This design comes from an exercise in tuning for small area and a short achievable clock period on the open sky130 flow, not from production work.
At most, simulation tests tie the RTL to the original design; equivalence was not proved.
Power is estimated from default activity; no workload was simulated. The flow treats the clock pin as an ideal source, which a real chip does not have.

==> 04-28 <==
## jmb_9x9_filter
module jmb_9x9_filter #(
  parameter integer pixel_width = 8,
  parameter integer image_width = 64
) (
  input  wire valid_in,
  input  wire ready_in,
  input  wire clock,
  input  wire reset_n,
  input  wire [pixel_width-1:0] data_in,
  output wire valid_out,
  output wire ready_out,
  output wire [pixel_width-1:0] data_out
);
  wire xfer = valid_in & ready_in;
  wire ld = xfer & reset_n;
  wire hd = ~xfer & reset_n;
  reg valid_out_r, ready_out_r;
  always @(posedge clock) begin
    valid_out_r <= reset_n & valid_in;
    ready_out_r <= reset_n & ready_in;
  end
  assign valid_out = valid_out_r;
  assign ready_out = ready_out_r;
  wire [pixel_width*72-1:0] taps;
  jmb_9x9_window #(.pixel_width(pixel_width)) window (
    .ld(ld), .hd(hd), .clock(clock), .data(data_in), .taps(taps));
  wire [7:0] q0 = taps[0*8 +: 8];
  wire [7:0] q1 = taps[1*8 +: 8];
  wire [7:0] q2 = taps[2*8 +: 8];
  wire [7:0] q3 = taps[3*8 +: 8];
  wire [7:0] q4 = taps[4*8 +: 8];
  wire [7:0] q5 = taps[5*8 +: 8];
  wire [7:0] q62 = taps[6*8 +: 8];
  wire [7:0] q63 = taps[7*8 +: 8];
  wire [7:0] q64 = taps[8*8 +: 8];
  wire [7:0] q65 = taps[9*8 +: 8];
  wire [7:0] q66 = taps[10*8 +: 8];
  wire [7:0] q67 = taps[11*8 +: 8];
  wire [7:0] q68 = taps[12*8 +: 8];
  wire [7:0] q69 = taps[13*8 +: 8];
  wire [7:0] q70 = taps[14*8 +: 8];
  wire [7:0] q126 = taps[15*8 +: 8];
  wire [7:0] q127 = taps[16*8 +: 8];
  wire [7:0] q128 = taps[17*8 +: 8];
  wire [7:0] q129 = taps[18*8 +: 8];
  wire [7:0] q131 = taps[19*8 +: 8];
  wire [7:0] q132 = taps[20*8 +: 8];
  wire [7:0] q133 = taps[21*8 +: 8];
  wire [7:0] q134 = taps[22*8 +: 8];
  wire [7:0] q190 = taps[23*8 +: 8];
  wire [7:0] q191 = taps[24*8 +: 8];
  wire [7:0] q192 = taps[25*8 +: 8];
  wire [7:0] q193 = taps[26*8 +: 8];
  wire [7:0] q194 = taps[27*8 +: 8];
  wire [7:0] q195 = taps[28*8 +: 8];
  wire [7:0] q196 = taps[29*8 +: 8];
  wire [7:0] q197 = taps[30*8 +: 8];
  wire [7:0] q198 = taps[31*8 +: 8];
  wire [7:0] q254 = taps[32*8 +: 8];
  wire [7:0] q255 = taps[33*8 +: 8];
  wire [7:0] q257 = taps[34*8 +: 8];
  ...
export LEC_CHECK = 0
export CAP_MARGIN = 20
export CORE_MARGIN = 2
export CORE_UTILIZATION = 40
export SLEW_MARGIN = 20
create_clock -name core_clock -period 12.5 [get_ports {clock}]
standard.sh (not shown) runs the stock make flow with config.mk's settings and CLKGATE_MAP_FILE= SYNTH_SCRIPT=/design/flow/synth_recipe.tcl, a recipe that flattens the netlist after the stock synthesis.
==> flow/flow/run.sh <==
#!/bin/bash
# The standard layout (standard.sh: the standard flow's synthesis and ORFS flow, unchanged
# SDC and floorplan settings) with these make-variable overrides:
#  - timing repair aims at a setup slack of 8.7 ns instead of 0,
#  - port buffers are buf_4 (the default pick is a slow delay cell),
#  - CTS without dummy balancing loads, sinks clustered 30 per leaf buffer
#    within 60 um.
# make's full output goes to make_finish.log, each step's to orfs/logs/.
set -euo pipefail
bash standard.sh \
  SETUP_SLACK_MARGIN=8.7 \
  "BUFFER_PORTS_ARGS=-buffer_cell sky130_fd_sc_hd__buf_4" \
  "CTS_ARGS=-sink_clustering_enable -repair_clock_nets -dont_use_dummy_load -sink_clustering_size 30 -sink_clustering_max_diameter 60" \
  finish > make_finish.log 2>&1
==> inputs of 04-03, as changes to 04-28 <==
==> flow/flow/run.sh (replaced) <==
#!/bin/bash
# The standard layout (standard.sh: the standard flow's synthesis and ORFS flow, unchanged
# SDC) with these make-variable overrides:
#  - timing repair aims at a setup slack of 8.8 ns instead of 0,
#  - the buffers ABC put in are removed at floorplan (REMOVE_ABC_BUFFERS)
#    instead of running the pre-placement timing repair,
#  - port buffers are buf_4 (the default pick is a slow delay cell),
#  - CTS without dummy balancing loads, sinks clustered 30 per leaf buffer
#    within 60 um.
# make's full output goes to make_finish.log, each step's to orfs/logs/.
set -euo pipefail
bash standard.sh \
  SETUP_SLACK_MARGIN=8.8 \
  REMOVE_ABC_BUFFERS=1 \
  "BUFFER_PORTS_ARGS=-buffer_cell sky130_fd_sc_hd__buf_4" \
  "CTS_ARGS=-sink_clustering_enable -repair_clock_nets -dont_use_dummy_load -sink_clustering_size 30 -sink_clustering_max_diameter 60" \
  finish > make_finish.log 2>&1
CORE_UTILIZATION = 55   (was 40)
==> qor summary <==
item                                                            04-03        04-28
Total area of multi-input combinational cells             52100 sq um  52100 sq um
Net switching power of the design                             4740 uW      4940 uW
Outcome                              no timing/DRC/antenna violations  no timing/DRC/antenna violations
Largest net degree at the start of global routing                 251          254
Layout area overhead                                            6.62%        8.58%
Relative contribution of sequential cells to total power        62.8%        60.3%
Multi-input comb cells                                           5352         5350
Sequential Area                                           86700 sq um  86700 sq um
Met2 track demand over resource                                 32.7%        23.2%
Number of gates on the worst path with buffers counted              1            6
Comb. pwr                                                      734 uW       738 uW
End of the worst register-to-register path                     p1[12]       p1[58]
Post-Route Skew                                                104 ps       104 ps
Slew @ Worst Pin                                               972 ps      1040 ps
No run of this note included a check of the RTL's function; only the layout flow was run.


==> 03-21: inputs <==
jmb_9x9_filter, a different RTL version from the one above (not shown whole).
## jmb_9x9_filter
module jmb_9x9_filter #(
  parameter integer pixel_width = 8,
  parameter integer image_width = 64
) (
  input  wire valid_in,
  input  wire ready_in,
  input  wire clock,
  input  wire reset_n,
  input  wire [pixel_width-1:0] data_in,
  output wire valid_out,
  output wire ready_out,
  output wire [pixel_width-1:0] data_out
);
export LEC_CHECK = 0
export CAP_MARGIN = 20
export CORE_MARGIN = 2
export CORE_UTILIZATION = 65
export SLEW_MARGIN = 20
create_clock -name core_clock -period 12.5 [get_ports {clock}]
==> flow/flow/run.sh <==
#!/bin/bash
# The standard layout (standard.sh: the standard flow's synthesis and ORFS flow, unchanged
# SDC) with these make-variable overrides:
#  - timing repair aims at a setup slack of 9.0 ns instead of 0,
#  - the buffers ABC put in are removed at floorplan (REMOVE_ABC_BUFFERS)
#    instead of running the pre-placement timing repair,
#  - port buffers are buf_4 (the default pick is a slow delay cell),
#  - CTS without dummy balancing loads, sinks clustered 30 per leaf buffer
#    within 60 um.
# make's full output goes to make_finish.log, each step's to orfs/logs/.
set -euo pipefail
bash standard.sh \
  SETUP_SLACK_MARGIN=9.0 \
  REMOVE_ABC_BUFFERS=1 \
  "BUFFER_PORTS_ARGS=-buffer_cell sky130_fd_sc_hd__buf_4" \
  "CTS_ARGS=-sink_clustering_enable -repair_clock_nets -dont_use_dummy_load -sink_clustering_size 30 -sink_clustering_max_diameter 60" \
  finish > make_finish.log 2>&1
==> 12-12 (differences from 03-21) <==
--- a/flow/flow/run.sh
+++ b/flow/flow/run.sh
@@ -2,5 +2,5 @@
 # The standard layout (standard.sh: the standard flow's synthesis and ORFS flow, unchanged
 # SDC) with these make-variable overrides:
-#  - timing repair aims at a setup slack of 9.0 ns instead of 0,
+#  - timing repair aims at a setup slack of 8.8 ns instead of 0,
 #  - the buffers ABC put in are removed at floorplan (REMOVE_ABC_BUFFERS)
 #    instead of running the pre-placement timing repair,
@@ -11,5 +11,5 @@
 set -euo pipefail
 bash standard.sh \
-  SETUP_SLACK_MARGIN=9.0 \
+  SETUP_SLACK_MARGIN=8.8 \
   REMOVE_ABC_BUFFERS=1 \
   "BUFFER_PORTS_ARGS=-buffer_cell sky130_fd_sc_hd__buf_4" \
CORE_UTILIZATION = 55   (was 65)
==> comparison <==
12-12 produced a clean layout. 03-21 completed with no timing, DRC or antenna violations.
Critical path depth is the same in 12-12 and 03-21.
Against 03-21, the total power of 12-12 is higher by about 1.5%.
In 12-12 the wire length is larger than in 03-21, by about 0.55%.
Area after synthesis is the same in 12-12 and 03-21.


==> run F: inputs <==
Another version of the RTL of jmb_9x9_filter (not shown whole).
Design jmb_9x9_filter, start of the top module:
module jmb_9x9_filter #(
  parameter integer pixel_width = 8,
  parameter integer image_width = 64
) (
  input  wire valid_in,
  input  wire ready_in,
  input  wire clock,
  input  wire reset_n,
  input  wire [pixel_width-1:0] data_in,
  output wire valid_out,
  output wire ready_out,
  output wire [pixel_width-1:0] data_out
);
  wire xfer = valid_in & ready_in;
  wire ld = xfer & reset_n;
  wire hd = ~xfer & reset_n;
  reg valid_out_r, ready_out_r;
  always @(posedge clock) begin
    valid_out_r <= reset_n & valid_in;
    ready_out_r <= reset_n & ready_in;
  end
  assign valid_out = valid_out_r;
  assign ready_out = ready_out_r;
  wire [pixel_width*72-1:0] taps;
  jmb_9x9_window #(.pixel_width(pixel_width)) window (
    .ld(ld), .hd(hd), .clock(clock), .data(data_in), .taps(taps));
  wire [7:0] q0 = taps[0*8 +: 8];
  wire [7:0] q1 = taps[1*8 +: 8];
  wire [7:0] q2 = taps[2*8 +: 8];
  wire [7:0] q3 = taps[3*8 +: 8];
  wire [7:0] q4 = taps[4*8 +: 8];
  wire [7:0] q5 = taps[5*8 +: 8];
  wire [7:0] q62 = taps[6*8 +: 8];
  wire [7:0] q63 = taps[7*8 +: 8];
  wire [7:0] q64 = taps[8*8 +: 8];
  ...
==> flow/config.mk <==
export PLATFORM = sky130hd
export DESIGN_NAME = jmb_9x9_filter
export DESIGN_NICKNAME = jmb_9x9_filter
export VERILOG_FILES = /design/flow/design.v
export SDC_FILE = /design/flow/constraint.sdc
export NUM_CORES = 4
export LEC_CHECK = 0
export CAP_MARGIN = 20
export CORE_MARGIN = 2
export CORE_UTILIZATION = 40
export SLEW_MARGIN = 20
==> flow/constraint.sdc <==
create_clock -name core_clock -period 12.5 [get_ports {clock}]
set_input_delay 2.5000 -clock core_clock [delete_from_list [all_inputs] [get_ports {clock}]]
set_output_delay 2.5000 -clock core_clock [all_outputs]
set_load 0.01 [all_outputs]
==> flow/flow/run.sh <==
#!/bin/bash
# The standard layout (standard.sh: the standard flow's synthesis and ORFS flow, unchanged
# SDC and floorplan settings) with these make-variable overrides:
#  - timing repair aims at a setup slack of 8.7 ns instead of 0,
#  - port buffers are buf_4 (the default pick is a slow delay cell),
#  - CTS without dummy balancing loads, sinks clustered 30 per leaf buffer
#    within 60 um.
# make's full output goes to make_finish.log, each step's to orfs/logs/.
set -euo pipefail
bash standard.sh \
  SETUP_SLACK_MARGIN=8.7 \
  "BUFFER_PORTS_ARGS=-buffer_cell sky130_fd_sc_hd__buf_4" \
  "CTS_ARGS=-sink_clustering_enable -repair_clock_nets -dont_use_dummy_load -sink_clustering_size 30 -sink_clustering_max_diameter 60" \
  finish > make_finish.log 2>&1
==> run C (differences from run F) <==
--- a/flow/flow/run.sh
+++ b/flow/flow/run.sh
@@ -2,4 +2,6 @@
 # The standard layout (standard.sh: the standard flow's synthesis and ORFS flow, unchanged
-# SDC and floorplan settings) with these make-variable overrides:
-#  - timing repair aims at a setup slack of 8.7 ns instead of 0,
+# SDC) with these make-variable overrides:
+#  - timing repair aims at a setup slack of 8.8 ns instead of 0,
+#  - the buffers ABC put in are removed at floorplan (REMOVE_ABC_BUFFERS)
+#    instead of running the pre-placement timing repair,
 #  - port buffers are buf_4 (the default pick is a slow delay cell),
@@ -10,3 +12,4 @@
 bash standard.sh \
-  SETUP_SLACK_MARGIN=8.7 \
+  SETUP_SLACK_MARGIN=8.8 \
+  REMOVE_ABC_BUFFERS=1 \
   "BUFFER_PORTS_ARGS=-buffer_cell sky130_fd_sc_hd__buf_4" \
CORE_UTILIZATION = 55   (was 40)
==> run Y (differences from run F) <==
==> flow/run.sh (new file) <==
#!/bin/bash
# synth_recipe.tcl (not shown) runs the flow's synth.tcl, then flattens the netlist and writes it again
# the make line also repeats each setting of config.mk as NAME=value (left out here)
make -C /OpenROAD-flow-scripts/flow DESIGN_CONFIG=/design/flow/config.mk WORK_HOME=/design/flow/orfs CLKGATE_MAP_FILE= SYNTH_SCRIPT=/design/flow/synth_recipe.tcl finish
removed: flow/flow/run.sh
removed: flow/standard.sh
==> qor summary <==
| item | run C | run F | run Y |
|---|---|---|---|
| Status | finished clean | finished clean | finished clean |
| Depth of the critical timing path with buffers and inverters included | 9 | 9 | 6 |
| Highest clock rate | 249 MHz | 254 MHz | 175 MHz |
| Combined flip-flop and latch cell area | 86,000 µm² | 85,900 µm² | 85,700 µm² |
| Via density | 5.98 | 5.41 | 5.28 |
| Initial Util | 55.2% | 40.2% | 40.2% |
| Final min period | 4.01 ns | 3.94 ns | 5.72 ns |
| Number of antenna violations at the first check in global routing | 4 | 1 | 3 |
| Fraction of power consumed by sequential logic | 62.3% | 62.5% | 51.2% |
| Switching part of the total power | 21.6% | 21.5% | 21.0% |
| Clock network fraction of total power | 34.4% | 34.5% | 46.7% |
| Length of routed met2 wiring | 139 mm | 118 mm | 114 mm |
| P_sw | 0.00474 W | 0.00469 W | 0.00562 W |
| Number of levels the H-tree was split into | 4 | 4 | 5 |
| Endpoint of the worst hold path | window.line.r[1054]$_DFF_P_ | window.line.r[3372]$_DFF_P_ | window.line.r[2413]$_DFF_P_ |
| Combinational group share of total power | 3.3% | 2.9% | 2.1% |
| Violation count after the first detailed-routing iteration | 6,417 | 6,525 | 6,551 |
| Endpoint of the most critical register-to-register path | p1[36]$_DFF_P_ | p1[36]$_DFF_P_ | p1[17]$_DFF_P_ |
| Max rail drop VDD | 0.000116 V | 0.000126 V | 0.000127 V |
| Timing startpoint of the critical path | window.line.r[2065]$_DFF_P_ | window.line.r[2067]$_DFF_P_ | reset_n |
| GR Layer Usage met2 | 33.5% | 21.7% | 20.9% |
| DRT Wirelength | 294 mm | 275 mm | 257 mm |
| Internal power of the cells | 0.0172 W | 0.0172 W | 0.0211 W |
| Met3 demand-to-capacity share in global routing | 2.13% | 2.20% | 2.08% |
| Net count reported at finish | 11,300 | 11,200 | 11,300 |


==> inputs of build 6 <==
RTL: one of the versions met above, not the one the previous note started from.
clock: 12.5 ns
lec_check: 0
cap_margin: 20
core_margin: 2
core_utilization: 65
slew_margin: 20
==> flow/flow/run.sh <==
#!/bin/bash
# The standard layout (standard.sh: the standard flow's synthesis and ORFS flow, unchanged
# SDC) with these make-variable overrides:
#  - timing repair aims at a setup slack of 8.8 ns instead of 0,
#  - the buffers ABC put in are removed at floorplan (REMOVE_ABC_BUFFERS)
#    instead of running the pre-placement timing repair,
#  - port buffers are buf_4 (the default pick is a slow delay cell),
#  - CTS without dummy balancing loads, sinks clustered 30 per leaf buffer
#    within 80 um.
# make's full output goes to make_finish.log, each step's to orfs/logs/.
set -euo pipefail
bash standard.sh \
  SETUP_SLACK_MARGIN=8.8 \
  REMOVE_ABC_BUFFERS=1 \
  "BUFFER_PORTS_ARGS=-buffer_cell sky130_fd_sc_hd__buf_4" \
  "CTS_ARGS=-sink_clustering_enable -repair_clock_nets -dont_use_dummy_load -sink_clustering_size 30 -sink_clustering_max_diameter 80" \
  finish > make_finish.log 2>&1
==> inputs of trial 94, as changes to build 6 <==
CORE_UTILIZATION = 75   (was 65)
==> inputs of build 88, as changes to build 6 <==
CORE_UTILIZATION = 70   (was 65)
==> inputs of trial 40, as changes to build 6 <==
--- a/flow/flow/run.sh
+++ b/flow/flow/run.sh
@@ -7,5 +7,5 @@
 #  - port buffers are buf_4 (the default pick is a slow delay cell),
 #  - CTS without dummy balancing loads, sinks clustered 30 per leaf buffer
-#    within 80 um.
+#    within 60 um.
 # make's full output goes to make_finish.log, each step's to orfs/logs/.
 set -euo pipefail
@@ -14,4 +14,4 @@
   REMOVE_ABC_BUFFERS=1 \
   "BUFFER_PORTS_ARGS=-buffer_cell sky130_fd_sc_hd__buf_4" \
-  "CTS_ARGS=-sink_clustering_enable -repair_clock_nets -dont_use_dummy_load -sink_clustering_size 30 -sink_clustering_max_diameter 80" \
+  "CTS_ARGS=-sink_clustering_enable -repair_clock_nets -dont_use_dummy_load -sink_clustering_size 30 -sink_clustering_max_diameter 60" \
   finish > make_finish.log 2>&1
==> run summary <==
                                                                                         trial 40        build 88                      build 6        trial 94
Flop-to-flop setup slack                                                                  9.00 ns         8.95 ns                      8.96 ns         8.93 ns
Wire length after detailed routing                                                      267000 um       265000 um                    266000 um       274000 um
Multi-input logic area                                                                 52100 um^2      52100 um^2                   52100 um^2      52200 um^2
Non-clk buf share                                                                           2.29%           2.06%                        2.39%           2.13%
Num rows                                                                                      172             166                          172             160
Status                                                                             finished clean  finished clean               finished clean  finished clean
Share of final layout cell area taken by clock buffers and inverters                        3.40%           2.81%                        2.83%           2.80%
Routed wirelength normalized by instance count                                            20.4 um         20.6 um                      20.4 um         21.6 um
Worst setup slack before clock tree synthesis                                             6.49 ns         6.66 ns                      6.49 ns         6.45 ns
Fin nets                                                                                    10900           10900                        10900           10900
Critical path endpoint                                                                data_out[5]     data_out[0]                  data_out[0]     data_out[4]
Resized Gates After CTS                                                                       125             138                          125             122
Hold path start                                                       window.line.r[1318]$_DFF_P_   p2[8]$_DFF_P_  window.line.r[2375]$_DFF_P_  p2[24]$_DFF_P_
R2r worst-path depth                                                                            6               9                            6               6
Total Die Area                                                                        224000 um^2     208000 um^2                  224000 um^2     194000 um^2
Drt pass-1 iters                                                                                5               5                            5              14
VDD IR max                                                                             0.000144 V      0.000157 V                   0.000157 V      0.000159 V
Clock-pin slew on the worst setup and hold paths                                          0.10 ns         0.08 ns                      0.10 ns         0.10 ns
GR Layer Usage met2                                                                         38.3%           42.7%                        38.9%           46.4%
Via total after detailed routing                                                            81900           81600                        81800           82600
Placed Area                                                                           144000 um^2     144000 um^2                  144000 um^2     144000 um^2
Count of fill cells added during filler insertion                                           15600           13800                        15700           11300

-- re-timing with driven ports --
How much do the figures lean on ideal ports? The routed layouts below were timed once more, with nothing changed but the port constraints. Step 1 sets driving cells, clkbuf_16 on the clock port and buf_2 on the other inputs (assumed; they add their load-dependent delay and slew). Step 2 times the ports against the registers' clock, not the clock port: input delays grow and output delays shrink by t, the midpoint of the rising clock arrivals with the driver on. a / b / c = ideal ports / drivers / drivers and shift; a / b = the first two.
run | t (ns) | slack for setup (ns) | cell pins on the clock port's net
04-28 | 0.977 | 8.603 / 8.512 / 7.695 | 1
04-03 | 0.966 | 8.630 / 8.539 / 7.742 | 1
03-21 | 0.925 | 8.616 / 8.529 / 8.139 | 1
12-12 | 0.940 | 8.646 / 8.554 / 7.817 | 1
run F | 0.966 | 8.557 / 8.557 / 7.727 | 1
run C | 0.976 | 8.489 / 8.466 / 7.909 | 1
run Y | 1.024 | 6.780 / 6.853 / 5.828 | 1
build 6 | 0.910 | 8.637 / 8.550 / 7.936 | 1
trial 94 | 0.906 | 8.593 / 8.503 / 7.799 | 1
build 88 | 0.905 | 8.689 / 8.601 / 7.868 | 1
trial 40 | 0.928 | 8.613 / 8.526 / 7.877 | 1
After both steps setup and hold are still met in every run listed. The setup slack of run Y, which loses most, moves by +0.073 ns with the drivers and by -0.952 ns with both steps.
